Source: an optimization exercise on an open RTL-to-GDS flow (aim: small area and a short achievable clock period). Production flows keep margins and buffers that such runs may drop.
No run shown here included a check of the RTL's function; only the layout flow was run.

==> flow/design.v (outline; a module is shown in full before it is edited, if it fits) <==
// module Subtractor: 787 lines
module Subtractor(
    input clk,
    input rst,               
    input in_valid,
    input [1:0] sel,         
    input [15:0] a,
    input [15:0] b,
    output out_valid,
    output [3:0] LED,
    output [26:0] binary_out,
    output [55:0] seg
);
  // ...
==> flow/flow/run.sh <==
#!/bin/bash
# Layout flow: the standard ORFS flow (standard.sh) with three changes:
#  - synthesis skips the generic ABC pass inside Yosys's synth (SYNTH_ARGS=-noabc), so
#    extract_fa sees the adder cells' XOR/majority logic as written;
#  - the technology-mapping ABC script (flow/abc_area.script) maps for a delay target
#    and then sizes cells for it, instead of sizing every path for minimum delay;
#  - port buffers use the small buffer given in flow/port_buffer.txt.
set -euo pipefail
W=$(pwd)
mkdir -p "$W/scripts_x"
for f in "$FLOW_HOME"/scripts/*; do ln -sfn "$f" "$W/scripts_x/"; done
rm -f "$W/scripts_x/abc_area.script"
cp "$W/flow/abc_area.script" "$W/scripts_x/abc_area.script"
PB=$(cat "$W/flow/port_buffer.txt")
bash standard.sh SCRIPTS_DIR="$W/scripts_x" SYNTH_ARGS=-noabc "BUFFER_PORTS_ARGS=-buffer_cell $PB" finish > "$W/make_finish.log" 2>&1
==> flow/flow/abc_area.script <==
strash
dch -f
map -D 5000
topo
stime -c
buffer -c
upsize -c -D 5000
dnsize -c -D 5000
==> flow/flow/port_buffer.txt <==
sky130_fd_sc_hd__buf_2
==> flow/standard.sh <==
#!/bin/bash
# synth_recipe.tcl (not shown) runs the flow's synth.tcl, then flattens the netlist and writes it again
# the make line also repeats each setting of config.mk as NAME=value (left out here)
make -C /OpenROAD-flow-scripts/flow DESIGN_CONFIG=/design/flow/config.mk WORK_HOME=/design/flow/orfs CLKGATE_MAP_FILE= SYNTH_SCRIPT=/design/flow/synth_recipe.tcl "${@:-finish}"
==> flow/config.mk <==
export PLATFORM = sky130hd
export DESIGN_NAME = Subtractor
export DESIGN_NICKNAME = Subtractor
export VERILOG_FILES = /design/flow/design.v
export SDC_FILE = /design/flow/constraint.sdc
export NUM_CORES = 4
export LEC_CHECK = 0
export ABC_AREA = 1
export CAP_MARGIN = 20
export CORE_MARGIN = 2
export CORE_UTILIZATION = 60
export CTS_CLUSTER_DIAMETER = 100
export CTS_CLUSTER_SIZE = 30
export SLEW_MARGIN = 20
==> flow/constraint.sdc <==
create_clock -name core_clock -period 33.0 [get_ports {clk}]
set_input_delay 6.6000 -clock core_clock [delete_from_list [all_inputs] [get_ports {clk}]]
set_output_delay 6.6000 -clock core_clock [all_outputs]
set_load 0.01 [all_outputs]
==> impl_metrics.ini, run 1 <==
[outcome]
status = no timing/DRC/antenna violations

[synth]
synth_area_mm2 = 0.0171
synthXorXnorAreaFrac_pct = 11.8
ys_ff_latch = 201
synth.distinct_cells = 66
synth_commonest_cells = nand2_1, inv_1, dfxtp_1, o22ai_1, nor2_1

[timing]
fin_ws_ns = 25.45
tightest_slew_ns = 1.10
clock.fmax_mhz = 132
slew-limit-headroom_pct = 26.3

[floorplan]
chipHeight_um = 173
die_x_um = 173

[clocking]
clock_latency_ns = 0.49
path_clk_slew_ns = 0.11
cts_buffers = 11

[layout]
clockNetworkAreaShare_pct = 1.89
largest_class = multi-input gates
final_core_util_pct = 66.1
comb.multi_input.count = 1639

[critical_path]
crit_path_top_delay_cell = dfxtp_1
cp_slowest_stage_delay_ns = 0.34
crit_path_end = binary_out[14]
worst_ep_arrival_time_ns = 0.95
critPathBufInv = 1
crit_start = bin_r[14]

[drt]
wl_met1_mm = 16.0
drt_iter0_drc = 858
wl_mm = 39.5

[grt]
grt_first_pass_wirelength_mm = 65.9
top_usage_layer = met2
grt_usage_pct = 26.0

[place]
placedCellCount = 2688

[min_path]
min_from = R1[9]
==> inputs of run 2 (changes only) <==
==> flow/design.v (replaced) <==
`timescale 1ns / 1ps
module Subtractor(
    input clk,
    input rst,               
    input in_valid,
    input [1:0] sel,         
    input [15:0] a,
    input [15:0] b,
    output out_valid,
    output [3:0] LED,
    output [26:0] binary_out,
    output [55:0] seg
);
function [3:0] add3(input [3:0] x);
    reg ge5;
    begin
        ge5 = x[3] | (x[2] & (x[1] | x[0]));
        add3[3] = ge5;
        add3[2] = (x[3] & x[0]) | (x[2] & ~x[1] & ~x[0]);
        add3[1] = (x[3] & ~x[0]) | (x[1] & (~x[2] | x[0]));
        add3[0] = x[0] ^ ge5;
    end
endfunction
function [6:0] seg7(input [3:0] d, input blank);
    reg [6:0] s;
    begin
        case (d)
            4'd0: s = ~7'b0111111;
            4'd1: s = ~7'b0000110;
            4'd2: s = ~7'b1011011;
            4'd3: s = ~7'b1001111;
            4'd4: s = ~7'b1100110;
            4'd5: s = ~7'b1101101;
            4'd6: s = ~7'b1111101;
            4'd7: s = ~7'b0000111;
            4'd8: s = ~7'b1111111;
            default: s = ~7'b1101111;
        endcase
        seg7 = blank ? 7'b1111111 : s;
    end
endfunction
reg [15:0] Ap, Bm, Yp;
reg cin;
reg [1:0] S0;
reg v0;
always @(posedge clk) begin
    v0 <= in_valid & ~rst;
    S0 <= sel;
    Ap <= (sel == 2'd3) ? {1'b0, a[15:1]} : a;
    Bm <= (sel == 2'd2) ? b : 16'd1;
    Yp <= (b ^ {16{sel[0]}}) & {16{~sel[1]}};
    cin <= (sel == 2'd1);
end
wire y0 = Yp[0];
wire pp0_0 = Ap[0] & Bm[0];
wire pp0_1 = Ap[1] & Bm[0];
wire pp0_2 = Ap[2] & Bm[0];
wire pp0_3 = Ap[3] & Bm[0];
wire pp0_4 = Ap[4] & Bm[0];
wire pp0_5 = Ap[5] & Bm[0];
wire pp0_6 = Ap[6] & Bm[0];
wire pp0_7 = Ap[7] & Bm[0];
wire pp0_8 = Ap[8] & Bm[0];
wire pp0_9 = Ap[9] & Bm[0];
wire pp0_10 = Ap[10] & Bm[0];
wire pp0_11 = Ap[11] & Bm[0];
wire pp0_12 = Ap[12] & Bm[0];
wire pp0_13 = Ap[13] & Bm[0];
wire pp0_14 = Ap[14] & Bm[0];
wire pp0_15 = Ap[15] & Bm[0];
wire pp1_0 = (Ap[0] & Bm[1]) | Yp[1];
wire pp1_1 = (Ap[1] & Bm[1]) | Yp[2];
wire pp1_2 = (Ap[2] & Bm[1]) | Yp[3];
wire pp1_3 = (Ap[3] & Bm[1]) | Yp[4];
wire pp1_4 = (Ap[4] & Bm[1]) | Yp[5];
wire pp1_5 = (Ap[5] & Bm[1]) | Yp[6];
wire pp1_6 = (Ap[6] & Bm[1]) | Yp[7];
wire pp1_7 = (Ap[7] & Bm[1]) | Yp[8];
wire pp1_8 = (Ap[8] & Bm[1]) | Yp[9];
wire pp1_9 = (Ap[9] & Bm[1]) | Yp[10];
wire pp1_10 = (Ap[10] & Bm[1]) | Yp[11];
wire pp1_11 = (Ap[11] & Bm[1]) | Yp[12];
wire pp1_12 = (Ap[12] & Bm[1]) | Yp[13];
wire pp1_13 = (Ap[13] & Bm[1]) | Yp[14];
wire pp1_14 = (Ap[14] & Bm[1]) | Yp[15];
wire pp1_15 = Ap[15] & Bm[1];
wire pp2_0 = Ap[0] & Bm[2];
wire pp2_1 = Ap[1] & Bm[2];
wire pp2_2 = Ap[2] & Bm[2];
wire pp2_3 = Ap[3] & Bm[2];
wire pp2_4 = Ap[4] & Bm[2];
wire pp2_5 = Ap[5] & Bm[2];
wire pp2_6 = Ap[6] & Bm[2];
wire pp2_7 = Ap[7] & Bm[2];
wire pp2_8 = Ap[8] & Bm[2];
wire pp2_9 = Ap[9] & Bm[2];
wire pp2_10 = Ap[10] & Bm[2];
wire pp2_11 = Ap[11] & Bm[2];
wire pp2_12 = Ap[12] & Bm[2];
wire pp2_13 = Ap[13] & Bm[2];
wire pp2_14 = Ap[14] & Bm[2];
wire pp2_15 = Ap[15] & Bm[2];
wire pp3_0 = Ap[0] & Bm[3];
wire pp3_1 = Ap[1] & Bm[3];
wire pp3_2 = Ap[2] & Bm[3];
wire pp3_3 = Ap[3] & Bm[3];
wire pp3_4 = Ap[4] & Bm[3];
wire pp3_5 = Ap[5] & Bm[3];
wire pp3_6 = Ap[6] & Bm[3];
wire pp3_7 = Ap[7] & Bm[3];
wire pp3_8 = Ap[8] & Bm[3];
wire pp3_9 = Ap[9] & Bm[3];
wire pp3_10 = Ap[10] & Bm[3];
wire pp3_11 = Ap[11] & Bm[3];
wire pp3_12 = Ap[12] & Bm[3];
wire pp3_13 = Ap[13] & Bm[3];
wire pp3_14 = Ap[14] & Bm[3];
wire pp3_15 = Ap[15] & Bm[3];
wire pp4_0 = Ap[0] & Bm[4];
wire pp4_1 = Ap[1] & Bm[4];
wire pp4_2 = Ap[2] & Bm[4];
wire pp4_3 = Ap[3] & Bm[4];
wire pp4_4 = Ap[4] & Bm[4];
wire pp4_5 = Ap[5] & Bm[4];
wire pp4_6 = Ap[6] & Bm[4];
wire pp4_7 = Ap[7] & Bm[4];
wire pp4_8 = Ap[8] & Bm[4];
wire pp4_9 = Ap[9] & Bm[4];
wire pp4_10 = Ap[10] & Bm[4];
wire pp4_11 = Ap[11] & Bm[4];
wire pp4_12 = Ap[12] & Bm[4];
wire pp4_13 = Ap[13] & Bm[4];
wire pp4_14 = Ap[14] & Bm[4];
wire pp4_15 = Ap[15] & Bm[4];
wire pp5_0 = Ap[0] & Bm[5];
wire pp5_1 = Ap[1] & Bm[5];
wire pp5_2 = Ap[2] & Bm[5];
wire pp5_3 = Ap[3] & Bm[5];
wire pp5_4 = Ap[4] & Bm[5];
wire pp5_5 = Ap[5] & Bm[5];
wire pp5_6 = Ap[6] & Bm[5];
wire pp5_7 = Ap[7] & Bm[5];
wire pp5_8 = Ap[8] & Bm[5];
wire pp5_9 = Ap[9] & Bm[5];
wire pp5_10 = Ap[10] & Bm[5];
wire pp5_11 = Ap[11] & Bm[5];
wire pp5_12 = Ap[12] & Bm[5];
wire pp5_13 = Ap[13] & Bm[5];
wire pp5_14 = Ap[14] & Bm[5];
wire pp5_15 = Ap[15] & Bm[5];
wire pp6_0 = Ap[0] & Bm[6];
wire pp6_1 = Ap[1] & Bm[6];
wire pp6_2 = Ap[2] & Bm[6];
wire pp6_3 = Ap[3] & Bm[6];
wire pp6_4 = Ap[4] & Bm[6];
wire pp6_5 = Ap[5] & Bm[6];
wire pp6_6 = Ap[6] & Bm[6];
wire pp6_7 = Ap[7] & Bm[6];
wire pp6_8 = Ap[8] & Bm[6];
wire pp6_9 = Ap[9] & Bm[6];
wire pp6_10 = Ap[10] & Bm[6];
wire pp6_11 = Ap[11] & Bm[6];
wire pp6_12 = Ap[12] & Bm[6];
wire pp6_13 = Ap[13] & Bm[6];
wire pp6_14 = Ap[14] & Bm[6];
wire pp6_15 = Ap[15] & Bm[6];
wire pp7_0 = Ap[0] & Bm[7];
wire pp7_1 = Ap[1] & Bm[7];
wire pp7_2 = Ap[2] & Bm[7];
wire pp7_3 = Ap[3] & Bm[7];
wire pp7_4 = Ap[4] & Bm[7];
wire pp7_5 = Ap[5] & Bm[7];
wire pp7_6 = Ap[6] & Bm[7];
wire pp7_7 = Ap[7] & Bm[7];
wire pp7_8 = Ap[8] & Bm[7];
wire pp7_9 = Ap[9] & Bm[7];
wire pp7_10 = Ap[10] & Bm[7];
wire pp7_11 = Ap[11] & Bm[7];
wire pp7_12 = Ap[12] & Bm[7];
wire pp7_13 = Ap[13] & Bm[7];
wire pp7_14 = Ap[14] & Bm[7];
wire pp7_15 = Ap[15] & Bm[7];
wire pp8_0 = Ap[0] & Bm[8];
wire pp8_1 = Ap[1] & Bm[8];
wire pp8_2 = Ap[2] & Bm[8];
wire pp8_3 = Ap[3] & Bm[8];
wire pp8_4 = Ap[4] & Bm[8];
wire pp8_5 = Ap[5] & Bm[8];
wire pp8_6 = Ap[6] & Bm[8];
wire pp8_7 = Ap[7] & Bm[8];
wire pp8_8 = Ap[8] & Bm[8];
wire pp8_9 = Ap[9] & Bm[8];
wire pp8_10 = Ap[10] & Bm[8];
wire pp8_11 = Ap[11] & Bm[8];
wire pp8_12 = Ap[12] & Bm[8];
wire pp8_13 = Ap[13] & Bm[8];
wire pp8_14 = Ap[14] & Bm[8];
wire pp8_15 = Ap[15] & Bm[8];
wire pp9_0 = Ap[0] & Bm[9];
wire pp9_1 = Ap[1] & Bm[9];
wire pp9_2 = Ap[2] & Bm[9];
wire pp9_3 = Ap[3] & Bm[9];
wire pp9_4 = Ap[4] & Bm[9];
wire pp9_5 = Ap[5] & Bm[9];
wire pp9_6 = Ap[6] & Bm[9];
wire pp9_7 = Ap[7] & Bm[9];
wire pp9_8 = Ap[8] & Bm[9];
wire pp9_9 = Ap[9] & Bm[9];
wire pp9_10 = Ap[10] & Bm[9];
wire pp9_11 = Ap[11] & Bm[9];
wire pp9_12 = Ap[12] & Bm[9];
wire pp9_13 = Ap[13] & Bm[9];
wire pp9_14 = Ap[14] & Bm[9];
wire pp9_15 = Ap[15] & Bm[9];
wire pp10_0 = Ap[0] & Bm[10];
wire pp10_1 = Ap[1] & Bm[10];
wire pp10_2 = Ap[2] & Bm[10];
wire pp10_3 = Ap[3] & Bm[10];
wire pp10_4 = Ap[4] & Bm[10];
wire pp10_5 = Ap[5] & Bm[10];
wire pp10_6 = Ap[6] & Bm[10];
wire pp10_7 = Ap[7] & Bm[10];
wire pp10_8 = Ap[8] & Bm[10];
wire pp10_9 = Ap[9] & Bm[10];
wire pp10_10 = Ap[10] & Bm[10];
wire pp10_11 = Ap[11] & Bm[10];
wire pp10_12 = Ap[12] & Bm[10];
wire pp10_13 = Ap[13] & Bm[10];
wire pp10_14 = Ap[14] & Bm[10];
wire pp10_15 = Ap[15] & Bm[10];
wire pp11_0 = Ap[0] & Bm[11];
wire pp11_1 = Ap[1] & Bm[11];
wire pp11_2 = Ap[2] & Bm[11];
wire pp11_3 = Ap[3] & Bm[11];
wire pp11_4 = Ap[4] & Bm[11];
wire pp11_5 = Ap[5] & Bm[11];
wire pp11_6 = Ap[6] & Bm[11];
wire pp11_7 = Ap[7] & Bm[11];
wire pp11_8 = Ap[8] & Bm[11];
wire pp11_9 = Ap[9] & Bm[11];
wire pp11_10 = Ap[10] & Bm[11];
wire pp11_11 = Ap[11] & Bm[11];
wire pp11_12 = Ap[12] & Bm[11];
wire pp11_13 = Ap[13] & Bm[11];
wire pp11_14 = Ap[14] & Bm[11];
wire pp11_15 = Ap[15] & Bm[11];
wire pp12_0 = Ap[0] & Bm[12];
wire pp12_1 = Ap[1] & Bm[12];
wire pp12_2 = Ap[2] & Bm[12];
wire pp12_3 = Ap[3] & Bm[12];
wire pp12_4 = Ap[4] & Bm[12];
wire pp12_5 = Ap[5] & Bm[12];
wire pp12_6 = Ap[6] & Bm[12];
wire pp12_7 = Ap[7] & Bm[12];
wire pp12_8 = Ap[8] & Bm[12];
wire pp12_9 = Ap[9] & Bm[12];
wire pp12_10 = Ap[10] & Bm[12];
wire pp12_11 = Ap[11] & Bm[12];
wire pp12_12 = Ap[12] & Bm[12];
wire pp12_13 = Ap[13] & Bm[12];
wire pp12_14 = Ap[14] & Bm[12];
wire pp13_0 = Ap[0] & Bm[13];
wire pp13_1 = Ap[1] & Bm[13];
wire pp13_2 = Ap[2] & Bm[13];
wire pp13_3 = Ap[3] & Bm[13];
wire pp13_4 = Ap[4] & Bm[13];
wire pp13_5 = Ap[5] & Bm[13];
wire pp13_6 = Ap[6] & Bm[13];
wire pp13_7 = Ap[7] & Bm[13];
wire pp13_8 = Ap[8] & Bm[13];
wire pp13_9 = Ap[9] & Bm[13];
wire pp13_10 = Ap[10] & Bm[13];
wire pp13_11 = Ap[11] & Bm[13];
wire pp13_12 = Ap[12] & Bm[13];
wire pp13_13 = Ap[13] & Bm[13];
wire pp14_0 = Ap[0] & Bm[14];
wire pp14_1 = Ap[1] & Bm[14];
wire pp14_2 = Ap[2] & Bm[14];
wire pp14_3 = Ap[3] & Bm[14];
wire pp14_4 = Ap[4] & Bm[14];
wire pp14_5 = Ap[5] & Bm[14];
wire pp14_6 = Ap[6] & Bm[14];
wire pp14_7 = Ap[7] & Bm[14];
wire pp14_8 = Ap[8] & Bm[14];
wire pp14_9 = Ap[9] & Bm[14];
wire pp14_10 = Ap[10] & Bm[14];
wire pp14_11 = Ap[11] & Bm[14];
wire pp14_12 = Ap[12] & Bm[14];
wire pp15_0 = Ap[0] & Bm[15];
wire pp15_1 = Ap[1] & Bm[15];
wire pp15_2 = Ap[2] & Bm[15];
wire pp15_3 = Ap[3] & Bm[15];
wire pp15_4 = Ap[4] & Bm[15];
wire pp15_5 = Ap[5] & Bm[15];
wire pp15_6 = Ap[6] & Bm[15];
wire pp15_7 = Ap[7] & Bm[15];
wire pp15_8 = Ap[8] & Bm[15];
wire pp15_9 = Ap[9] & Bm[15];
wire pp15_10 = Ap[10] & Bm[15];
wire pp15_11 = Ap[11] & Bm[15];
wire hs13_0;
wire hc13_0;
wire s14_0;
wire c14_0;
wire hs14_1;
wire hc14_1;
wire s15_1;
wire c15_1;
wire s15_2;
wire c15_2;
wire hs15_2;
wire hc15_2;
wire s16_3;
wire c16_3;
wire s16_4;
wire c16_4;
wire hs16_3;
wire hc16_3;
wire s17_5;
wire c17_5;
wire s17_6;
wire c17_6;
wire s18_7;
wire c18_7;
wire hs9_4;
wire hc9_4;
wire s10_8;
wire c10_8;
wire hs10_5;
wire hc10_5;
wire s11_9;
wire c11_9;
wire s11_10;
wire c11_10;
wire hs11_6;
wire hc11_6;
wire s12_11;
wire c12_11;
wire s12_12;
wire c12_12;
wire s12_13;
wire c12_13;
wire hs12_7;
wire hc12_7;
wire s13_14;
wire c13_14;
wire s13_15;
wire c13_15;
wire s13_16;
wire c13_16;
wire s13_17;
wire c13_17;
wire s14_18;
wire c14_18;
wire s14_19;
wire c14_19;
wire s14_20;
wire c14_20;
wire s14_21;
wire c14_21;
wire s15_22;
wire c15_22;
wire s15_23;
wire c15_23;
wire s15_24;
wire c15_24;
wire s15_25;
wire c15_25;
wire s16_26;
wire c16_26;
wire s16_27;
wire c16_27;
wire s16_28;
wire c16_28;
wire s16_29;
wire c16_29;
wire s17_30;
wire c17_30;
wire s17_31;
wire c17_31;
wire s17_32;
wire c17_32;
wire s17_33;
wire c17_33;
wire s18_34;
wire c18_34;
wire s18_35;
wire c18_35;
wire s18_36;
wire c18_36;
wire s18_37;
wire c18_37;
wire s19_38;
wire c19_38;
wire s19_39;
wire c19_39;
wire s19_40;
wire c19_40;
wire s19_41;
wire c19_41;
wire s20_42;
wire c20_42;
wire s20_43;
wire c20_43;
wire s20_44;
wire c20_44;
wire s21_45;
wire c21_45;
wire s21_46;
wire c21_46;
wire s22_47;
wire c22_47;
wire hs6_8;
wire hc6_8;
wire s7_48;
wire c7_48;
wire hs7_9;
wire hc7_9;
wire s8_49;
wire c8_49;
wire s8_50;
wire c8_50;
wire hs8_10;
wire hc8_10;
wire s9_51;
wire c9_51;
wire s9_52;
wire c9_52;
wire s9_53;
wire c9_53;
wire s10_54;
wire c10_54;
wire s10_55;
wire c10_55;
wire s10_56;
wire c10_56;
wire s11_57;
wire c11_57;
wire s11_58;
wire c11_58;
wire s11_59;
wire c11_59;
wire s12_60;
wire c12_60;
wire s12_61;
wire c12_61;
wire s12_62;
wire c12_62;
wire s13_63;
wire c13_63;
wire s13_64;
wire c13_64;
wire s13_65;
wire c13_65;
wire s14_66;
wire c14_66;
wire s14_67;
wire c14_67;
wire s14_68;
wire c14_68;
wire s15_69;
wire c15_69;
wire s15_70;
wire c15_70;
wire s15_71;
wire c15_71;
wire s16_72;
wire c16_72;
wire s16_73;
wire c16_73;
wire s16_74;
wire c16_74;
wire s17_75;
wire c17_75;
wire s17_76;
wire c17_76;
wire s17_77;
wire c17_77;
wire s18_78;
wire c18_78;
wire s18_79;
wire c18_79;
wire s18_80;
wire c18_80;
wire s19_81;
wire c19_81;
wire s19_82;
wire c19_82;
wire s19_83;
wire c19_83;
wire s20_84;
wire c20_84;
wire s20_85;
wire c20_85;
wire s20_86;
wire c20_86;
wire s21_87;
wire c21_87;
wire s21_88;
wire c21_88;
wire s21_89;
wire c21_89;
wire s22_90;
wire c22_90;
wire s22_91;
wire c22_91;
wire s22_92;
wire c22_92;
wire s23_93;
wire c23_93;
wire s23_94;
wire c23_94;
wire s23_95;
wire c23_95;
wire s24_96;
wire c24_96;
wire s24_97;
wire c24_97;
wire s25_98;
wire c25_98;
wire hs4_11;
wire hc4_11;
wire s5_99;
wire c5_99;
wire hs5_12;
wire hc5_12;
wire s6_100;
wire c6_100;
wire s6_101;
wire c6_101;
wire s7_102;
wire c7_102;
wire s7_103;
wire c7_103;
wire s8_104;
wire c8_104;
wire s8_105;
wire c8_105;
wire s9_106;
wire c9_106;
wire s9_107;
wire c9_107;
wire s10_108;
wire c10_108;
wire s10_109;
wire c10_109;
wire s11_110;
wire c11_110;
wire s11_111;
wire c11_111;
wire s12_112;
wire c12_112;
wire s12_113;
wire c12_113;
wire s13_114;
wire c13_114;
wire s13_115;
wire c13_115;
wire s14_116;
wire c14_116;
wire s14_117;
wire c14_117;
wire s15_118;
wire c15_118;
wire s15_119;
wire c15_119;
wire s16_120;
wire c16_120;
wire s16_121;
wire c16_121;
wire s17_122;
wire c17_122;
wire s17_123;
wire c17_123;
wire s18_124;
wire c18_124;
wire s18_125;
wire c18_125;
wire s19_126;
wire c19_126;
wire s19_127;
wire c19_127;
wire s20_128;
wire c20_128;
wire s20_129;
wire c20_129;
wire s21_130;
wire c21_130;
wire s21_131;
wire c21_131;
wire s22_132;
wire c22_132;
wire s22_133;
wire c22_133;
wire s23_134;
wire c23_134;
wire s23_135;
wire c23_135;
wire s24_136;
wire c24_136;
wire s24_137;
wire c24_137;
wire s25_138;
wire c25_138;
wire s25_139;
wire c25_139;
wire x26_306;
wire x26_307;
wire hs3_13;
wire hc3_13;
wire s4_140;
wire c4_140;
wire s5_141;
wire c5_141;
wire s6_142;
wire c6_142;
wire s7_143;
wire c7_143;
wire s8_144;
wire c8_144;
wire s9_145;
wire c9_145;
wire s10_146;
wire c10_146;
wire s11_147;
wire c11_147;
wire s12_148;
wire c12_148;
wire s13_149;
wire c13_149;
wire s14_150;
wire c14_150;
wire s15_151;
wire c15_151;
wire s16_152;
wire c16_152;
wire s17_153;
wire c17_153;
wire s18_154;
wire c18_154;
wire s19_155;
wire c19_155;
wire s20_156;
wire c20_156;
wire s21_157;
wire c21_157;
wire s22_158;
wire c22_158;
wire s23_159;
wire c23_159;
wire s24_160;
wire c24_160;
wire s25_161;
wire c25_161;
wire x26_354;
wire hs0_14;
wire hc0_14;
wire hs1_15;
wire hc1_15;
wire s2_162;
wire c2_162;
wire s3_163;
wire c3_163;
wire s4_164;
wire c4_164;
wire s5_165;
wire c5_165;
wire s6_166;
wire c6_166;
wire s7_167;
wire c7_167;
wire s8_168;
wire c8_168;
wire s9_169;
wire c9_169;
wire s10_170;
wire c10_170;
wire s11_171;
wire c11_171;
wire s12_172;
wire c12_172;
wire s13_173;
wire c13_173;
wire s14_174;
wire c14_174;
wire s15_175;
wire c15_175;
wire s16_176;
wire c16_176;
wire s17_177;
wire c17_177;
wire s18_178;
wire c18_178;
wire s19_179;
wire c19_179;
wire s20_180;
wire c20_180;
wire s21_181;
wire c21_181;
wire s22_182;
wire c22_182;
wire s23_183;
wire c23_183;
wire s24_184;
wire c24_184;
wire s25_185;
wire c25_185;
wire x26_407;
assign hs13_0 = pp10_3 ^ pp11_2;
assign hc13_0 = pp10_3 & pp11_2;
assign s14_0 = pp10_4 ^ pp11_3 ^ pp12_2;
assign c14_0 = (pp10_4 & pp11_3) | (pp10_4 & pp12_2) | (pp11_3 & pp12_2);
assign hs14_1 = pp13_1 ^ pp14_0;
assign hc14_1 = pp13_1 & pp14_0;
assign s15_1 = pp10_5 ^ pp11_4 ^ pp12_3;
assign c15_1 = (pp10_5 & pp11_4) | (pp10_5 & pp12_3) | (pp11_4 & pp12_3);
assign s15_2 = pp13_2 ^ pp14_1 ^ pp15_0;
assign c15_2 = (pp13_2 & pp14_1) | (pp13_2 & pp15_0) | (pp14_1 & pp15_0);
assign hs15_2 = pp2_13 ^ pp3_12;
assign hc15_2 = pp2_13 & pp3_12;
assign s16_3 = pp10_6 ^ pp11_5 ^ pp12_4;
assign c16_3 = (pp10_6 & pp11_5) | (pp10_6 & pp12_4) | (pp11_5 & pp12_4);
assign s16_4 = pp13_3 ^ pp14_2 ^ pp15_1;
assign c16_4 = (pp13_3 & pp14_2) | (pp13_3 & pp15_1) | (pp14_2 & pp15_1);
assign hs16_3 = pp2_14 ^ pp3_13;
assign hc16_3 = pp2_14 & pp3_13;
assign s17_5 = pp10_7 ^ pp11_6 ^ pp12_5;
assign c17_5 = (pp10_7 & pp11_6) | (pp10_7 & pp12_5) | (pp11_6 & pp12_5);
assign s17_6 = pp13_4 ^ pp14_3 ^ pp15_2;
assign c17_6 = (pp13_4 & pp14_3) | (pp13_4 & pp15_2) | (pp14_3 & pp15_2);
assign s18_7 = pp10_8 ^ pp11_7 ^ pp12_6;
assign c18_7 = (pp10_8 & pp11_7) | (pp10_8 & pp12_6) | (pp11_7 & pp12_6);
assign hs9_4 = pp2_7 ^ pp3_6;
assign hc9_4 = pp2_7 & pp3_6;
assign s10_8 = pp10_0 ^ pp2_8 ^ pp3_7;
assign c10_8 = (pp10_0 & pp2_8) | (pp10_0 & pp3_7) | (pp2_8 & pp3_7);
assign hs10_5 = pp4_6 ^ pp5_5;
assign hc10_5 = pp4_6 & pp5_5;
assign s11_9 = pp10_1 ^ pp11_0 ^ pp2_9;
assign c11_9 = (pp10_1 & pp11_0) | (pp10_1 & pp2_9) | (pp11_0 & pp2_9);
assign s11_10 = pp3_8 ^ pp4_7 ^ pp5_6;
assign c11_10 = (pp3_8 & pp4_7) | (pp3_8 & pp5_6) | (pp4_7 & pp5_6);
assign hs11_6 = pp6_5 ^ pp7_4;
assign hc11_6 = pp6_5 & pp7_4;
assign s12_11 = pp10_2 ^ pp11_1 ^ pp12_0;
assign c12_11 = (pp10_2 & pp11_1) | (pp10_2 & pp12_0) | (pp11_1 & pp12_0);
assign s12_12 = pp2_10 ^ pp3_9 ^ pp4_8;
assign c12_12 = (pp2_10 & pp3_9) | (pp2_10 & pp4_8) | (pp3_9 & pp4_8);
assign s12_13 = pp5_7 ^ pp6_6 ^ pp7_5;
assign c12_13 = (pp5_7 & pp6_6) | (pp5_7 & pp7_5) | (pp6_6 & pp7_5);
assign hs12_7 = pp8_4 ^ pp9_3;
assign hc12_7 = pp8_4 & pp9_3;
assign s13_14 = pp12_1 ^ pp13_0 ^ pp2_11;
assign c13_14 = (pp12_1 & pp13_0) | (pp12_1 & pp2_11) | (pp13_0 & pp2_11);
assign s13_15 = pp3_10 ^ pp4_9 ^ pp5_8;
assign c13_15 = (pp3_10 & pp4_9) | (pp3_10 & pp5_8) | (pp4_9 & pp5_8);
assign s13_16 = pp6_7 ^ pp7_6 ^ pp8_5;
assign c13_16 = (pp6_7 & pp7_6) | (pp6_7 & pp8_5) | (pp7_6 & pp8_5);
assign s13_17 = pp9_4 ^ pp0_13 ^ pp1_12;
assign c13_17 = (pp9_4 & pp0_13) | (pp9_4 & pp1_12) | (pp0_13 & pp1_12);
assign s14_18 = pp2_12 ^ pp3_11 ^ pp4_10;
assign c14_18 = (pp2_12 & pp3_11) | (pp2_12 & pp4_10) | (pp3_11 & pp4_10);
assign s14_19 = pp5_9 ^ pp6_8 ^ pp7_7;
assign c14_19 = (pp5_9 & pp6_8) | (pp5_9 & pp7_7) | (pp6_8 & pp7_7);
assign s14_20 = pp8_6 ^ pp9_5 ^ hc13_0;
assign c14_20 = (pp8_6 & pp9_5) | (pp8_6 & hc13_0) | (pp9_5 & hc13_0);
assign s14_21 = pp0_14 ^ pp1_13 ^ hs14_1;
assign c14_21 = (pp0_14 & pp1_13) | (pp0_14 & hs14_1) | (pp1_13 & hs14_1);
assign s15_22 = pp4_11 ^ pp5_10 ^ pp6_9;
assign c15_22 = (pp4_11 & pp5_10) | (pp4_11 & pp6_9) | (pp5_10 & pp6_9);
assign s15_23 = pp7_8 ^ pp8_7 ^ pp9_6;
assign c15_23 = (pp7_8 & pp8_7) | (pp7_8 & pp9_6) | (pp8_7 & pp9_6);
assign s15_24 = hc14_1 ^ pp0_15 ^ pp1_14;
assign c15_24 = (hc14_1 & pp0_15) | (hc14_1 & pp1_14) | (pp0_15 & pp1_14);
assign s15_25 = hs15_2 ^ c14_0 ^ s15_1;
assign c15_25 = (hs15_2 & c14_0) | (hs15_2 & s15_1) | (c14_0 & s15_1);
assign s16_26 = pp4_12 ^ pp5_11 ^ pp6_10;
assign c16_26 = (pp4_12 & pp5_11) | (pp4_12 & pp6_10) | (pp5_11 & pp6_10);
assign s16_27 = pp7_9 ^ pp8_8 ^ pp9_7;
assign c16_27 = (pp7_9 & pp8_8) | (pp7_9 & pp9_7) | (pp8_8 & pp9_7);
assign s16_28 = hc15_2 ^ pp1_15 ^ hs16_3;
assign c16_28 = (hc15_2 & pp1_15) | (hc15_2 & hs16_3) | (pp1_15 & hs16_3);
assign s16_29 = c15_1 ^ c15_2 ^ s16_3;
assign c16_29 = (c15_1 & c15_2) | (c15_1 & s16_3) | (c15_2 & s16_3);
assign s17_30 = pp2_15 ^ pp3_14 ^ pp4_13;
assign c17_30 = (pp2_15 & pp3_14) | (pp2_15 & pp4_13) | (pp3_14 & pp4_13);
assign s17_31 = pp5_12 ^ pp6_11 ^ pp7_10;
assign c17_31 = (pp5_12 & pp6_11) | (pp5_12 & pp7_10) | (pp6_11 & pp7_10);
assign s17_32 = pp8_9 ^ pp9_8 ^ hc16_3;
assign c17_32 = (pp8_9 & pp9_8) | (pp8_9 & hc16_3) | (pp9_8 & hc16_3);
assign s17_33 = c16_3 ^ c16_4 ^ s17_5;
assign c17_33 = (c16_3 & c16_4) | (c16_3 & s17_5) | (c16_4 & s17_5);
assign s18_34 = pp13_5 ^ pp14_4 ^ pp15_3;
assign c18_34 = (pp13_5 & pp14_4) | (pp13_5 & pp15_3) | (pp14_4 & pp15_3);
assign s18_35 = pp3_15 ^ pp4_14 ^ pp5_13;
assign c18_35 = (pp3_15 & pp4_14) | (pp3_15 & pp5_13) | (pp4_14 & pp5_13);
assign s18_36 = pp6_12 ^ pp7_11 ^ pp8_10;
assign c18_36 = (pp6_12 & pp7_11) | (pp6_12 & pp8_10) | (pp7_11 & pp8_10);
assign s18_37 = pp9_9 ^ c17_5 ^ c17_6;
assign c18_37 = (pp9_9 & c17_5) | (pp9_9 & c17_6) | (c17_5 & c17_6);
assign s19_38 = pp10_9 ^ pp11_8 ^ pp12_7;
assign c19_38 = (pp10_9 & pp11_8) | (pp10_9 & pp12_7) | (pp11_8 & pp12_7);
assign s19_39 = pp13_6 ^ pp14_5 ^ pp15_4;
assign c19_39 = (pp13_6 & pp14_5) | (pp13_6 & pp15_4) | (pp14_5 & pp15_4);
assign s19_40 = pp4_15 ^ pp5_14 ^ pp6_13;
assign c19_40 = (pp4_15 & pp5_14) | (pp4_15 & pp6_13) | (pp5_14 & pp6_13);
assign s19_41 = pp7_12 ^ pp8_11 ^ pp9_10;
assign c19_41 = (pp7_12 & pp8_11) | (pp7_12 & pp9_10) | (pp8_11 & pp9_10);
assign s20_42 = pp10_10 ^ pp11_9 ^ pp12_8;
assign c20_42 = (pp10_10 & pp11_9) | (pp10_10 & pp12_8) | (pp11_9 & pp12_8);
assign s20_43 = pp13_7 ^ pp14_6 ^ pp15_5;
assign c20_43 = (pp13_7 & pp14_6) | (pp13_7 & pp15_5) | (pp14_6 & pp15_5);
assign s20_44 = pp5_15 ^ pp6_14 ^ pp7_13;
assign c20_44 = (pp5_15 & pp6_14) | (pp5_15 & pp7_13) | (pp6_14 & pp7_13);
assign s21_45 = pp10_11 ^ pp11_10 ^ pp12_9;
assign c21_45 = (pp10_11 & pp11_10) | (pp10_11 & pp12_9) | (pp11_10 & pp12_9);
assign s21_46 = pp13_8 ^ pp14_7 ^ pp15_6;
assign c21_46 = (pp13_8 & pp14_7) | (pp13_8 & pp15_6) | (pp14_7 & pp15_6);
assign s22_47 = pp10_12 ^ pp11_11 ^ pp12_10;
assign c22_47 = (pp10_12 & pp11_11) | (pp10_12 & pp12_10) | (pp11_11 & pp12_10);
assign hs6_8 = pp2_4 ^ pp3_3;
assign hc6_8 = pp2_4 & pp3_3;
assign s7_48 = pp2_5 ^ pp3_4 ^ pp4_3;
assign c7_48 = (pp2_5 & pp3_4) | (pp2_5 & pp4_3) | (pp3_4 & pp4_3);
assign hs7_9 = pp5_2 ^ pp6_1;
assign hc7_9 = pp5_2 & pp6_1;
assign s8_49 = pp2_6 ^ pp3_5 ^ pp4_4;
assign c8_49 = (pp2_6 & pp3_5) | (pp2_6 & pp4_4) | (pp3_5 & pp4_4);
assign s8_50 = pp5_3 ^ pp6_2 ^ pp7_1;
assign c8_50 = (pp5_3 & pp6_2) | (pp5_3 & pp7_1) | (pp6_2 & pp7_1);
assign hs8_10 = pp8_0 ^ pp0_8;
assign hc8_10 = pp8_0 & pp0_8;
assign s9_51 = pp4_5 ^ pp5_4 ^ pp6_3;
assign c9_51 = (pp4_5 & pp5_4) | (pp4_5 & pp6_3) | (pp5_4 & pp6_3);
assign s9_52 = pp7_2 ^ pp8_1 ^ pp9_0;
assign c9_52 = (pp7_2 & pp8_1) | (pp7_2 & pp9_0) | (pp8_1 & pp9_0);
assign s9_53 = pp0_9 ^ pp1_8 ^ hs9_4;
assign c9_53 = (pp0_9 & pp1_8) | (pp0_9 & hs9_4) | (pp1_8 & hs9_4);
assign s10_54 = pp6_4 ^ pp7_3 ^ pp8_2;
assign c10_54 = (pp6_4 & pp7_3) | (pp6_4 & pp8_2) | (pp7_3 & pp8_2);
assign s10_55 = pp9_1 ^ hc9_4 ^ pp0_10;
assign c10_55 = (pp9_1 & hc9_4) | (pp9_1 & pp0_10) | (hc9_4 & pp0_10);
assign s10_56 = pp1_9 ^ hs10_5 ^ s10_8;
assign c10_56 = (pp1_9 & hs10_5) | (pp1_9 & s10_8) | (hs10_5 & s10_8);
assign s11_57 = pp8_3 ^ pp9_2 ^ hc10_5;
assign c11_57 = (pp8_3 & pp9_2) | (pp8_3 & hc10_5) | (pp9_2 & hc10_5);
assign s11_58 = pp0_11 ^ pp1_10 ^ hs11_6;
assign c11_58 = (pp0_11 & pp1_10) | (pp0_11 & hs11_6) | (pp1_10 & hs11_6);
assign s11_59 = c10_8 ^ s11_10 ^ s11_9;
assign c11_59 = (c10_8 & s11_10) | (c10_8 & s11_9) | (s11_10 & s11_9);
assign s12_60 = hc11_6 ^ pp0_12 ^ pp1_11;
assign c12_60 = (hc11_6 & pp0_12) | (hc11_6 & pp1_11) | (pp0_12 & pp1_11);
assign s12_61 = hs12_7 ^ c11_10 ^ c11_9;
assign c12_61 = (hs12_7 & c11_10) | (hs12_7 & c11_9) | (c11_10 & c11_9);
assign s12_62 = s12_11 ^ s12_12 ^ s12_13;
assign c12_62 = (s12_11 & s12_12) | (s12_11 & s12_13) | (s12_12 & s12_13);
assign s13_63 = hc12_7 ^ hs13_0 ^ c12_11;
assign c13_63 = (hc12_7 & hs13_0) | (hc12_7 & c12_11) | (hs13_0 & c12_11);
assign s13_64 = c12_12 ^ c12_13 ^ s13_14;
assign c13_64 = (c12_12 & c12_13) | (c12_12 & s13_14) | (c12_13 & s13_14);
assign s13_65 = s13_15 ^ s13_16 ^ s13_17;
assign c13_65 = (s13_15 & s13_16) | (s13_15 & s13_17) | (s13_16 & s13_17);
assign s14_66 = c13_14 ^ c13_15 ^ c13_16;
assign c14_66 = (c13_14 & c13_15) | (c13_14 & c13_16) | (c13_15 & c13_16);
assign s14_67 = s14_0 ^ s14_18 ^ s14_19;
assign c14_67 = (s14_0 & s14_18) | (s14_0 & s14_19) | (s14_18 & s14_19);
assign s14_68 = c13_17 ^ s14_20 ^ s14_21;
assign c14_68 = (c13_17 & s14_20) | (c13_17 & s14_21) | (s14_20 & s14_21);
assign s15_69 = c14_18 ^ c14_19 ^ s15_2;
assign c15_69 = (c14_18 & c14_19) | (c14_18 & s15_2) | (c14_19 & s15_2);
assign s15_70 = s15_22 ^ s15_23 ^ c14_20;
assign c15_70 = (s15_22 & s15_23) | (s15_22 & c14_20) | (s15_23 & c14_20);
assign s15_71 = s15_24 ^ c14_21 ^ s15_25;
assign c15_71 = (s15_24 & c14_21) | (s15_24 & s15_25) | (c14_21 & s15_25);
assign s16_72 = c15_22 ^ c15_23 ^ s16_26;
assign c16_72 = (c15_22 & c15_23) | (c15_22 & s16_26) | (c15_23 & s16_26);
assign s16_73 = s16_27 ^ s16_4 ^ c15_24;
assign c16_73 = (s16_27 & s16_4) | (s16_27 & c15_24) | (s16_4 & c15_24);
assign s16_74 = s16_28 ^ c15_25 ^ s16_29;
assign c16_74 = (s16_28 & c15_25) | (s16_28 & s16_29) | (c15_25 & s16_29);
assign s17_75 = c16_26 ^ c16_27 ^ s17_30;
assign c17_75 = (c16_26 & c16_27) | (c16_26 & s17_30) | (c16_27 & s17_30);
assign s17_76 = s17_31 ^ s17_6 ^ s17_32;
assign c17_76 = (s17_31 & s17_6) | (s17_31 & s17_32) | (s17_6 & s17_32);
assign s17_77 = c16_28 ^ c16_29 ^ s17_33;
assign c17_77 = (c16_28 & c16_29) | (c16_28 & s17_33) | (c16_29 & s17_33);
assign s18_78 = c17_30 ^ c17_31 ^ s18_34;
assign c18_78 = (c17_30 & c17_31) | (c17_30 & s18_34) | (c17_31 & s18_34);
assign s18_79 = s18_35 ^ s18_36 ^ s18_7;
assign c18_79 = (s18_35 & s18_36) | (s18_35 & s18_7) | (s18_36 & s18_7);
assign s18_80 = c17_32 ^ c17_33 ^ s18_37;
assign c18_80 = (c17_32 & c17_33) | (c17_32 & s18_37) | (c17_33 & s18_37);
assign s19_81 = c18_34 ^ c18_35 ^ c18_36;
assign c19_81 = (c18_34 & c18_35) | (c18_34 & c18_36) | (c18_35 & c18_36);
assign s19_82 = c18_7 ^ s19_38 ^ s19_39;
assign c19_82 = (c18_7 & s19_38) | (c18_7 & s19_39) | (s19_38 & s19_39);
assign s19_83 = s19_40 ^ s19_41 ^ c18_37;
assign c19_83 = (s19_40 & s19_41) | (s19_40 & c18_37) | (s19_41 & c18_37);
assign s20_84 = pp8_12 ^ pp9_11 ^ c19_38;
assign c20_84 = (pp8_12 & pp9_11) | (pp8_12 & c19_38) | (pp9_11 & c19_38);
assign s20_85 = c19_39 ^ c19_40 ^ c19_41;
assign c20_85 = (c19_39 & c19_40) | (c19_39 & c19_41) | (c19_40 & c19_41);
assign s20_86 = s20_42 ^ s20_43 ^ s20_44;
assign c20_86 = (s20_42 & s20_43) | (s20_42 & s20_44) | (s20_43 & s20_44);
assign s21_87 = pp6_15 ^ pp7_14 ^ pp8_13;
assign c21_87 = (pp6_15 & pp7_14) | (pp6_15 & pp8_13) | (pp7_14 & pp8_13);
assign s21_88 = pp9_12 ^ c20_42 ^ c20_43;
assign c21_88 = (pp9_12 & c20_42) | (pp9_12 & c20_43) | (c20_42 & c20_43);
assign s21_89 = c20_44 ^ s21_45 ^ s21_46;
assign c21_89 = (c20_44 & s21_45) | (c20_44 & s21_46) | (s21_45 & s21_46);
assign s22_90 = pp13_9 ^ pp14_8 ^ pp15_7;
assign c22_90 = (pp13_9 & pp14_8) | (pp13_9 & pp15_7) | (pp14_8 & pp15_7);
assign s22_91 = pp7_15 ^ pp8_14 ^ pp9_13;
assign c22_91 = (pp7_15 & pp8_14) | (pp7_15 & pp9_13) | (pp8_14 & pp9_13);
assign s22_92 = c21_45 ^ c21_46 ^ s22_47;
assign c22_92 = (c21_45 & c21_46) | (c21_45 & s22_47) | (c21_46 & s22_47);
assign s23_93 = pp10_13 ^ pp11_12 ^ pp12_11;
assign c23_93 = (pp10_13 & pp11_12) | (pp10_13 & pp12_11) | (pp11_12 & pp12_11);
assign s23_94 = pp13_10 ^ pp14_9 ^ pp15_8;
assign c23_94 = (pp13_10 & pp14_9) | (pp13_10 & pp15_8) | (pp14_9 & pp15_8);
assign s23_95 = pp8_15 ^ pp9_14 ^ c22_47;
assign c23_95 = (pp8_15 & pp9_14) | (pp8_15 & c22_47) | (pp9_14 & c22_47);
assign s24_96 = pp10_14 ^ pp11_13 ^ pp12_12;
assign c24_96 = (pp10_14 & pp11_13) | (pp10_14 & pp12_12) | (pp11_13 & pp12_12);
assign s24_97 = pp13_11 ^ pp14_10 ^ pp15_9;
assign c24_97 = (pp13_11 & pp14_10) | (pp13_11 & pp15_9) | (pp14_10 & pp15_9);
assign s25_98 = pp10_15 ^ pp11_14 ^ pp12_13;
assign c25_98 = (pp10_15 & pp11_14) | (pp10_15 & pp12_13) | (pp11_14 & pp12_13);
assign hs4_11 = pp2_2 ^ pp3_1;
assign hc4_11 = pp2_2 & pp3_1;
assign s5_99 = pp2_3 ^ pp3_2 ^ pp4_1;
assign c5_99 = (pp2_3 & pp3_2) | (pp2_3 & pp4_1) | (pp3_2 & pp4_1);
assign hs5_12 = pp5_0 ^ pp0_5;
assign hc5_12 = pp5_0 & pp0_5;
assign s6_100 = pp4_2 ^ pp5_1 ^ pp6_0;
assign c6_100 = (pp4_2 & pp5_1) | (pp4_2 & pp6_0) | (pp5_1 & pp6_0);
assign s6_101 = pp0_6 ^ pp1_5 ^ hs6_8;
assign c6_101 = (pp0_6 & pp1_5) | (pp0_6 & hs6_8) | (pp1_5 & hs6_8);
assign s7_102 = pp7_0 ^ hc6_8 ^ pp0_7;
assign c7_102 = (pp7_0 & hc6_8) | (pp7_0 & pp0_7) | (hc6_8 & pp0_7);
assign s7_103 = pp1_6 ^ hs7_9 ^ s7_48;
assign c7_103 = (pp1_6 & hs7_9) | (pp1_6 & s7_48) | (hs7_9 & s7_48);
assign s8_104 = hc7_9 ^ pp1_7 ^ c7_48;
assign c8_104 = (hc7_9 & pp1_7) | (hc7_9 & c7_48) | (pp1_7 & c7_48);
assign s8_105 = s8_49 ^ s8_50 ^ hs8_10;
assign c8_105 = (s8_49 & s8_50) | (s8_49 & hs8_10) | (s8_50 & hs8_10);
assign s9_106 = c8_49 ^ c8_50 ^ hc8_10;
assign c9_106 = (c8_49 & c8_50) | (c8_49 & hc8_10) | (c8_50 & hc8_10);
assign s9_107 = s9_51 ^ s9_52 ^ s9_53;
assign c9_107 = (s9_51 & s9_52) | (s9_51 & s9_53) | (s9_52 & s9_53);
assign s10_108 = c9_51 ^ c9_52 ^ s10_54;
assign c10_108 = (c9_51 & c9_52) | (c9_51 & s10_54) | (c9_52 & s10_54);
assign s10_109 = s10_55 ^ c9_53 ^ s10_56;
assign c10_109 = (s10_55 & c9_53) | (s10_55 & s10_56) | (c9_53 & s10_56);
assign s11_110 = c10_54 ^ c10_55 ^ s11_57;
assign c11_110 = (c10_54 & c10_55) | (c10_54 & s11_57) | (c10_55 & s11_57);
assign s11_111 = s11_58 ^ c10_56 ^ s11_59;
assign c11_111 = (s11_58 & c10_56) | (s11_58 & s11_59) | (c10_56 & s11_59);
assign s12_112 = c11_57 ^ s12_60 ^ c11_58;
assign c12_112 = (c11_57 & s12_60) | (c11_57 & c11_58) | (s12_60 & c11_58);
assign s12_113 = c11_59 ^ s12_61 ^ s12_62;
assign c12_113 = (c11_59 & s12_61) | (c11_59 & s12_62) | (s12_61 & s12_62);
assign s13_114 = c12_60 ^ c12_61 ^ c12_62;
assign c13_114 = (c12_60 & c12_61) | (c12_60 & c12_62) | (c12_61 & c12_62);
assign s13_115 = s13_63 ^ s13_64 ^ s13_65;
assign c13_115 = (s13_63 & s13_64) | (s13_63 & s13_65) | (s13_64 & s13_65);
assign s14_116 = c13_63 ^ c13_64 ^ s14_66;
assign c14_116 = (c13_63 & c13_64) | (c13_63 & s14_66) | (c13_64 & s14_66);
assign s14_117 = s14_67 ^ c13_65 ^ s14_68;
assign c14_117 = (s14_67 & c13_65) | (s14_67 & s14_68) | (c13_65 & s14_68);
assign s15_118 = c14_66 ^ c14_67 ^ s15_69;
assign c15_118 = (c14_66 & c14_67) | (c14_66 & s15_69) | (c14_67 & s15_69);
assign s15_119 = s15_70 ^ c14_68 ^ s15_71;
assign c15_119 = (s15_70 & c14_68) | (s15_70 & s15_71) | (c14_68 & s15_71);
assign s16_120 = c15_69 ^ s16_72 ^ c15_70;
assign c16_120 = (c15_69 & s16_72) | (c15_69 & c15_70) | (s16_72 & c15_70);
assign s16_121 = s16_73 ^ c15_71 ^ s16_74;
assign c16_121 = (s16_73 & c15_71) | (s16_73 & s16_74) | (c15_71 & s16_74);
assign s17_122 = c16_72 ^ s17_75 ^ c16_73;
assign c17_122 = (c16_72 & s17_75) | (c16_72 & c16_73) | (s17_75 & c16_73);
assign s17_123 = s17_76 ^ c16_74 ^ s17_77;
assign c17_123 = (s17_76 & c16_74) | (s17_76 & s17_77) | (c16_74 & s17_77);
assign s18_124 = c17_75 ^ s18_78 ^ s18_79;
assign c18_124 = (c17_75 & s18_78) | (c17_75 & s18_79) | (s18_78 & s18_79);
assign s18_125 = c17_76 ^ s18_80 ^ c17_77;
assign c18_125 = (c17_76 & s18_80) | (c17_76 & c17_77) | (s18_80 & c17_77);
assign s19_126 = c18_78 ^ c18_79 ^ s19_81;
assign c19_126 = (c18_78 & c18_79) | (c18_78 & s19_81) | (c18_79 & s19_81);
assign s19_127 = s19_82 ^ c18_80 ^ s19_83;
assign c19_127 = (s19_82 & c18_80) | (s19_82 & s19_83) | (c18_80 & s19_83);
assign s20_128 = c19_81 ^ c19_82 ^ s20_84;
assign c20_128 = (c19_81 & c19_82) | (c19_81 & s20_84) | (c19_82 & s20_84);
assign s20_129 = s20_85 ^ s20_86 ^ c19_83;
assign c20_129 = (s20_85 & s20_86) | (s20_85 & c19_83) | (s20_86 & c19_83);
assign s21_130 = s21_87 ^ c20_84 ^ c20_85;
assign c21_130 = (s21_87 & c20_84) | (s21_87 & c20_85) | (c20_84 & c20_85);
assign s21_131 = c20_86 ^ s21_88 ^ s21_89;
assign c21_131 = (c20_86 & s21_88) | (c20_86 & s21_89) | (s21_88 & s21_89);
assign s22_132 = c21_87 ^ s22_90 ^ s22_91;
assign c22_132 = (c21_87 & s22_90) | (c21_87 & s22_91) | (s22_90 & s22_91);
assign s22_133 = c21_88 ^ c21_89 ^ s22_92;
assign c22_133 = (c21_88 & c21_89) | (c21_88 & s22_92) | (c21_89 & s22_92);
assign s23_134 = c22_90 ^ c22_91 ^ s23_93;
assign c23_134 = (c22_90 & c22_91) | (c22_90 & s23_93) | (c22_91 & s23_93);
assign s23_135 = s23_94 ^ c22_92 ^ s23_95;
assign c23_135 = (s23_94 & c22_92) | (s23_94 & s23_95) | (c22_92 & s23_95);
assign s24_136 = pp9_15 ^ c23_93 ^ c23_94;
assign c24_136 = (pp9_15 & c23_93) | (pp9_15 & c23_94) | (c23_93 & c23_94);
assign s24_137 = s24_96 ^ s24_97 ^ c23_95;
assign c24_137 = (s24_96 & s24_97) | (s24_96 & c23_95) | (s24_97 & c23_95);
assign s25_138 = pp13_12 ^ pp14_11 ^ pp15_10;
assign c25_138 = (pp13_12 & pp14_11) | (pp13_12 & pp15_10) | (pp14_11 & pp15_10);
assign s25_139 = c24_96 ^ c24_97 ^ s25_98;
assign c25_139 = (c24_96 & c24_97) | (c24_96 & s25_98) | (c24_97 & s25_98);
assign x26_306 = pp11_15 ^ pp12_14 ^ pp13_13;
assign x26_307 = pp14_12 ^ pp15_11 ^ c25_98;
assign hs3_13 = pp2_1 ^ pp3_0;
assign hc3_13 = pp2_1 & pp3_0;
assign s4_140 = pp4_0 ^ pp0_4 ^ pp1_3;
assign c4_140 = (pp4_0 & pp0_4) | (pp4_0 & pp1_3) | (pp0_4 & pp1_3);
assign s5_141 = hc4_11 ^ pp1_4 ^ s5_99;
assign c5_141 = (hc4_11 & pp1_4) | (hc4_11 & s5_99) | (pp1_4 & s5_99);
assign s6_142 = c5_99 ^ hc5_12 ^ s6_100;
assign c6_142 = (c5_99 & hc5_12) | (c5_99 & s6_100) | (hc5_12 & s6_100);
assign s7_143 = c6_100 ^ s7_102 ^ c6_101;
assign c7_143 = (c6_100 & s7_102) | (c6_100 & c6_101) | (s7_102 & c6_101);
assign s8_144 = c7_102 ^ c7_103 ^ s8_104;
assign c8_144 = (c7_102 & c7_103) | (c7_102 & s8_104) | (c7_103 & s8_104);
assign s9_145 = c8_104 ^ s9_106 ^ c8_105;
assign c9_145 = (c8_104 & s9_106) | (c8_104 & c8_105) | (s9_106 & c8_105);
assign s10_146 = c9_106 ^ s10_108 ^ c9_107;
assign c10_146 = (c9_106 & s10_108) | (c9_106 & c9_107) | (s10_108 & c9_107);
assign s11_147 = c10_108 ^ s11_110 ^ c10_109;
assign c11_147 = (c10_108 & s11_110) | (c10_108 & c10_109) | (s11_110 & c10_109);
assign s12_148 = c11_110 ^ s12_112 ^ c11_111;
assign c12_148 = (c11_110 & s12_112) | (c11_110 & c11_111) | (s12_112 & c11_111);
assign s13_149 = c12_112 ^ s13_114 ^ c12_113;
assign c13_149 = (c12_112 & s13_114) | (c12_112 & c12_113) | (s13_114 & c12_113);
assign s14_150 = c13_114 ^ s14_116 ^ c13_115;
assign c14_150 = (c13_114 & s14_116) | (c13_114 & c13_115) | (s14_116 & c13_115);
assign s15_151 = c14_116 ^ s15_118 ^ c14_117;
assign c15_151 = (c14_116 & s15_118) | (c14_116 & c14_117) | (s15_118 & c14_117);
assign s16_152 = c15_118 ^ s16_120 ^ c15_119;
assign c16_152 = (c15_118 & s16_120) | (c15_118 & c15_119) | (s16_120 & c15_119);
assign s17_153 = c16_120 ^ s17_122 ^ c16_121;
assign c17_153 = (c16_120 & s17_122) | (c16_120 & c16_121) | (s17_122 & c16_121);
assign s18_154 = s18_124 ^ c17_122 ^ c17_123;
assign c18_154 = (s18_124 & c17_122) | (s18_124 & c17_123) | (c17_122 & c17_123);
assign s19_155 = s19_126 ^ c18_124 ^ c18_125;
assign c19_155 = (s19_126 & c18_124) | (s19_126 & c18_125) | (c18_124 & c18_125);
assign s20_156 = c19_126 ^ s20_128 ^ s20_129;
assign c20_156 = (c19_126 & s20_128) | (c19_126 & s20_129) | (s20_128 & s20_129);
assign s21_157 = c20_128 ^ s21_130 ^ s21_131;
assign c21_157 = (c20_128 & s21_130) | (c20_128 & s21_131) | (s21_130 & s21_131);
assign s22_158 = s22_132 ^ c21_130 ^ c21_131;
assign c22_158 = (s22_132 & c21_130) | (s22_132 & c21_131) | (c21_130 & c21_131);
assign s23_159 = c22_132 ^ s23_134 ^ s23_135;
assign c23_159 = (c22_132 & s23_134) | (c22_132 & s23_135) | (s23_134 & s23_135);
assign s24_160 = c23_134 ^ s24_136 ^ c23_135;
assign c24_160 = (c23_134 & s24_136) | (c23_134 & c23_135) | (s24_136 & c23_135);
assign s25_161 = s25_138 ^ c24_136 ^ s25_139;
assign c25_161 = (s25_138 & c24_136) | (s25_138 & s25_139) | (c24_136 & s25_139);
assign x26_354 = c25_138 ^ x26_306 ^ c25_139;
assign hs0_14 = cin ^ y0;
assign hc0_14 = cin & y0;
assign hs1_15 = pp0_1 ^ pp1_0;
assign hc1_15 = pp0_1 & pp1_0;
assign s2_162 = pp2_0 ^ pp0_2 ^ pp1_1;
assign c2_162 = (pp2_0 & pp0_2) | (pp2_0 & pp1_1) | (pp0_2 & pp1_1);
assign s3_163 = pp0_3 ^ pp1_2 ^ hs3_13;
assign c3_163 = (pp0_3 & pp1_2) | (pp0_3 & hs3_13) | (pp1_2 & hs3_13);
assign s4_164 = hc3_13 ^ hs4_11 ^ s4_140;
assign c4_164 = (hc3_13 & hs4_11) | (hc3_13 & s4_140) | (hs4_11 & s4_140);
assign s5_165 = hs5_12 ^ c4_140 ^ s5_141;
assign c5_165 = (hs5_12 & c4_140) | (hs5_12 & s5_141) | (c4_140 & s5_141);
assign s6_166 = s6_101 ^ c5_141 ^ s6_142;
assign c6_166 = (s6_101 & c5_141) | (s6_101 & s6_142) | (c5_141 & s6_142);
assign s7_167 = c6_142 ^ s7_103 ^ s7_143;
assign c7_167 = (c6_142 & s7_103) | (c6_142 & s7_143) | (s7_103 & s7_143);
assign s8_168 = s8_105 ^ c7_143 ^ s8_144;
assign c8_168 = (s8_105 & c7_143) | (s8_105 & s8_144) | (c7_143 & s8_144);
assign s9_169 = s9_107 ^ c8_144 ^ s9_145;
assign c9_169 = (s9_107 & c8_144) | (s9_107 & s9_145) | (c8_144 & s9_145);
assign s10_170 = c9_145 ^ s10_109 ^ s10_146;
assign c10_170 = (c9_145 & s10_109) | (c9_145 & s10_146) | (s10_109 & s10_146);
assign s11_171 = s11_111 ^ c10_146 ^ s11_147;
assign c11_171 = (s11_111 & c10_146) | (s11_111 & s11_147) | (c10_146 & s11_147);
assign s12_172 = s12_113 ^ c11_147 ^ s12_148;
assign c12_172 = (s12_113 & c11_147) | (s12_113 & s12_148) | (c11_147 & s12_148);
assign s13_173 = s13_115 ^ c12_148 ^ s13_149;
assign c13_173 = (s13_115 & c12_148) | (s13_115 & s13_149) | (c12_148 & s13_149);
assign s14_174 = s14_117 ^ c13_149 ^ s14_150;
assign c14_174 = (s14_117 & c13_149) | (s14_117 & s14_150) | (c13_149 & s14_150);
assign s15_175 = s15_119 ^ c14_150 ^ s15_151;
assign c15_175 = (s15_119 & c14_150) | (s15_119 & s15_151) | (c14_150 & s15_151);
assign s16_176 = s16_121 ^ c15_151 ^ s16_152;
assign c16_176 = (s16_121 & c15_151) | (s16_121 & s16_152) | (c15_151 & s16_152);
assign s17_177 = s17_123 ^ c16_152 ^ s17_153;
assign c17_177 = (s17_123 & c16_152) | (s17_123 & s17_153) | (c16_152 & s17_153);
assign s18_178 = s18_125 ^ c17_153 ^ s18_154;
assign c18_178 = (s18_125 & c17_153) | (s18_125 & s18_154) | (c17_153 & s18_154);
assign s19_179 = s19_127 ^ c18_154 ^ s19_155;
assign c19_179 = (s19_127 & c18_154) | (s19_127 & s19_155) | (c18_154 & s19_155);
assign s20_180 = c19_127 ^ c19_155 ^ s20_156;
assign c20_180 = (c19_127 & c19_155) | (c19_127 & s20_156) | (c19_155 & s20_156);
assign s21_181 = c20_129 ^ s21_157 ^ c20_156;
assign c21_181 = (c20_129 & s21_157) | (c20_129 & c20_156) | (s21_157 & c20_156);
assign s22_182 = s22_133 ^ c21_157 ^ s22_158;
assign c22_182 = (s22_133 & c21_157) | (s22_133 & s22_158) | (c21_157 & s22_158);
assign s23_183 = c22_133 ^ c22_158 ^ s23_159;
assign c23_183 = (c22_133 & c22_158) | (c22_133 & s23_159) | (c22_158 & s23_159);
assign s24_184 = s24_137 ^ s24_160 ^ c23_159;
assign c24_184 = (s24_137 & s24_160) | (s24_137 & c23_159) | (s24_160 & c23_159);
assign s25_185 = c24_137 ^ s25_161 ^ c24_160;
assign c25_185 = (c24_137 & s25_161) | (c24_137 & c24_160) | (s25_161 & c24_160);
assign x26_407 = x26_307 ^ x26_354 ^ c25_161;
wire [26:0] ta = {x26_407, s25_185, s24_184, s23_183, s22_182, s21_181, s20_180, s19_179, s18_178, s17_177, s16_176, s15_175, s14_174, s13_173, s12_172, s11_171, s10_170, s9_169, s8_168, s7_167, s6_166, s5_165, s4_164, s3_163, s2_162, hs1_15, pp0_0};
wire [26:0] tb = {c25_185, c24_184, c23_183, c22_182, c21_181, c20_180, c19_179, c18_178, c17_177, c16_176, c15_175, c14_174, c13_173, c12_172, c11_171, c10_170, c9_169, c8_168, c7_167, c6_166, c5_165, c4_164, c3_163, c2_162, hc1_15, hc0_14, hs0_14};
wire [26:0] tsum = ta + tb;
reg [26:0] R1;
reg [1:0] S1;
reg v1;
always @(posedge clk) begin
    v1 <= v0 & ~rst;
    R1 <= tsum; S1 <= S0;
end
wire [26:0] Rm = {R1[26:16] & {11{S1 == 2'd2}}, R1[15:0]};
reg [31:0] dd;
integer i, k;
always @(*) begin
    dd = 32'd0;
    for (i = 26; i >= 11; i = i - 1) begin
        for (k = 0; k < 8; k = k + 1) dd[4*k +: 4] = add3(dd[4*k +: 4]);
        dd = {dd[30:0], Rm[i]};
    end
end
reg [26:0] R2;
reg [18:0] D2;                    
reg [1:0] S2;
reg v2;
always @(posedge clk) begin
    v2 <= v1 & ~rst;
    R2 <= Rm; S2 <= S1; D2 <= dd[18:0];
end
reg [31:0] de;
reg blank;
reg [55:0] sg;
always @(*) begin
    de = {13'd0, D2};
    for (i = 10; i >= 0; i = i - 1) begin
        for (k = 0; k < 8; k = k + 1) de[4*k +: 4] = add3(de[4*k +: 4]);
        de = {de[30:0], R2[i]};
    end
    blank = 1'b1;
    for (k = 7; k >= 0; k = k - 1) begin
        blank = blank & (de[4*k +: 4] == 4'd0);
        sg[7*k +: 7] = seg7(de[4*k +: 4], blank);
    end
end
reg [55:0] seg_r;
reg [3:0] led_r;
reg [26:0] bin_r;
reg v3;
always @(posedge clk) begin
    v3 <= v2 & ~rst;
    seg_r <= sg;
    bin_r <= R2;
    led_r <= {S2 == 2'd3, S2 == 2'd2, S2 == 2'd1, S2 == 2'd0};
end
assign out_valid = v3;
assign LED = led_r;
assign binary_out = bin_r;
assign seg = seg_r;
endmodule
==> flow/flow/abc_area.script (replaced) <==
strash
dch -f
map -D 6500
topo
stime -c
buffer -c
upsize -c -D 6500
dnsize -c -D 6500
==> flow/config.mk (replaced) <==
export PLATFORM = sky130hd
export DESIGN_NAME = Subtractor
export DESIGN_NICKNAME = Subtractor
export VERILOG_FILES = /design/flow/design.v
export SDC_FILE = /design/flow/constraint.sdc
export NUM_CORES = 4
export LEC_CHECK = 0
export ABC_AREA = 1
export CAP_MARGIN = 20
export CORE_MARGIN = 2
export CORE_UTILIZATION = 60
export SLEW_MARGIN = 20
==> impl_metrics.ini, run 2 <==
[floorplan]
start_util_pct = 61.4
chipHeight_um = 173
ios = 125
num_rows = 61
dieArea_mm2 = 0.0299
core_mm2 = 0.0279
die_x_um = 173

[clocking]
hold_buffers = 0
cts_buffers = 24
clock_latency_ns = 0.54
postCtsSetupRepairBufs = 0
cts-resized-gates = 0
cts_tree = built
path_clk_slew_ns = 0.06
htree_levels = 1
cts.path.max_buffers = 3
cts.sinks = 218
cts_root_buffer = clkbuf_16

[min_path]
holdCritPathClass = flip-flop to flip-flop
whs_path_depth = 0
min_from = R2[17]
holdPathEnd = bin_r[17]

[layout]
largest_register_ff_count = 56
final_cell_mix = nor2_1, nand2_1, inv_1, dfxtp_1, fa_1
regMostFlops = seg_r
nFillCells = 2423
final_common_cell = nor2_1
diodes = 0
reg_top3 = seg_r: 56 flops, R1: 27 flops, bin_r: 27 flops
final_cell_area_mm2 = 0.0189
fin_nets = 2556
area_delta_synth_final_pct = 9.97
final_core_util_pct = 67.5
drive_gt1_share_pct = 14.2

[drt]
drt_iter0_drc = 696
dr.pass1.iters = 5
ant_nets = 0
num_vias = 14208
wl_per_cell_um = 14.1
wl_mm = 37.7
viasPerCell = 5.29
drc = 0

[place]
io_buffer_count = 124
dp_hpwl_mm = 29.2
gp_congestion = 0.833
dp_slack_ns = 23.54
postPlaceCellArea_mm2 = 0.0181

[synth]
synth_commonest_cells = nor2_1, nand2_1, inv_1, dfxtp_1, fa_1
synth.top_cell.area_share_pct = 25.4
synth_area_leaders = dfxtp_1, fa_1, nor2_1, nand2_1, inv_1
synth-seq-area-share_pct = 25.4
yosysTopAreaCell = dfxtp_1
synth_most_common_cell = nor2_1
netlist_instances = 2181
syn_avg_cell_area_um2 = 7.86
synth_edf_count = 0
ys_ff_latch = 218
async_reset_ff_share_pct = 0
synth_area_mm2 = 0.0171
ys.flop_type = dfxtp_1
ys.warnings.count = 1
synth.net_count = 2447
synth.distinct_cells = 50

[critical_path]
critPathBufInv = 3
r2r_cells = 53
endpoint_kind = flip-flop
required_ns = 33.43
timing.rr.start = S1[1]
r2r_slack_ns = 25.30
cp_cell_sequence = buf_2, clkinv_1, nor2_2, clkinv_1, nand2_1, nand2_1
cp_top_family = buffers and inverters
critPathMaxFanout = 30
start_kind = input pin
worstSetupPathType = input pin to flip-flop
crit_path_top_delay_cell = nor2_2
cp_slowest_stage_delay_ns = 0.76
worst_ep_arrival_time_ns = 8.92
r2r_end = D2[1]

[grt]
grt_max_degree = 31
grt_pass1_vias = 13750
antenna_found_initial = 0
grt_overflow_total = 0
grt_usage_pct = 25.1
grt_first_pass_wirelength_mm = 62.8

[timing]
slew-limit-headroom_pct = 45.2
tightest_slew_ns = 0.813
grt_setup_unrepaired = false
drv_slew = 0
setup-tns-final_ns = 0
skew_ns = 0.0288
fin_ws_ns = 24.51
clock.fmax_mhz = 118
setup_violations = 0
hold_violations = 0
layout_worst_path_cycle_share_pct = 25.7
period_needed_ns = 8.49

[flow_run]
drv_cap = 0

[outcome]
status = no timing/DRC/antenna violations
## run 2: metal layers
metal / GRT usage, % / part of all wire (%) / vias up
li1: - / - / 7073
met1: 31.5 / 42 / 6662
met2: 44.7 / 49 / 402
met3: 3.78 / 6.0 / 71
met4: 7.73 / 2.7 / 0
met5: 0 / 0 / -
## run 2: final cells by class
type / count / area (um^2) / area share [%]
sequential: 218 / 4360 / 23.1
tap: 378 / 473 / 2.51
inverter: 341 / 1280 / 6.79
clock inverter: 10 / 92.6 / 0.491
timing repair buffer: 124 / 621 / 3.29
clock buffer: 33 / 674 / 3.58
multi-input combinational: 1581 / 11400 / 60.2
## run 2: metrics by stage
step | std cells | hold WS, ns
5_1_grt | 2685 | 0.328
3_5_place_dp | 2642 | 0.312
6_report | 2685 | 0.322
2_1_floorplan | 2181 | 0.310
4_1_cts | 2685 | 0.325
3_3_place_gp | 2642 | 0.309
## run 2: worst reg2reg max path, delay by kind of cell (launching register included)
kind,cells,cell delay (ns)
AOI/OAI and AO/OA,13,1.85
xor gates and xnor gates,10,2.13
buffers and inverters,10,0.77
DFF,1,0.33
and+or+nand+nor,20,2.54
## run 2: worst max-delay path by stage
| stage | startpoint | endpoint | cells after the start |
|---|---|---|---|
| 2_1_floorplan | sel[1] | Ap[13] | 6 |
| 3_3_place_gp | sel[0] | Ap[5] | 6 |
| 3_5_place_dp | sel[0] | Ap[12] | 6 |
| 4_1_cts | sel[0] | Ap[12] | 6 |
| 5_1_grt | sel[0] | Ap[1] | 6 |
| 6_report | sel[0] | Ap[12] | 6 |
## run 2: logic make-up after synthesis
group	after synthesis	share of synthesized area [%]
simple gates	823	19.8
xor+xnor	123	6.54
flops	218	25.4
buf+inv	382	8.36
fa+ha+maj	229	24.9
compound gates	406	14.9

[separate check: timing with driven ports]
Ports are ideal in the flow. The routed layouts listed here were re-timed in OpenROAD.
Step 1 (the two cells are an assumption about what drives the block):
set clk [get_ports {clk}]
set_driving_cell -lib_cell sky130_fd_sc_hd__clkbuf_16 $clk
set_driving_cell -lib_cell sky130_fd_sc_hd__buf_2 [delete_from_list [all_inputs] $clk]
Step 2 moves the port delays by t, midway between the first and last clock arrival at a register: inputs arrive t later, outputs are due t later. That takes back most of the time a late clock gives input paths.
Three values: no drivers, after step 1, after step 2; two values: the first two.
run	t (ns)	setup WS [ns]	worst setup path at the end
run 1	0.526	25.452 / 25.401 / 25.866	register to register
run 2	0.575	24.513 / 24.541 / 23.967	input to register
After both steps every run listed still meets setup and hold. For run 2, which loses most, drivers alone change the setup slack by +0.028 ns; drivers and shift together by -0.546 ns.
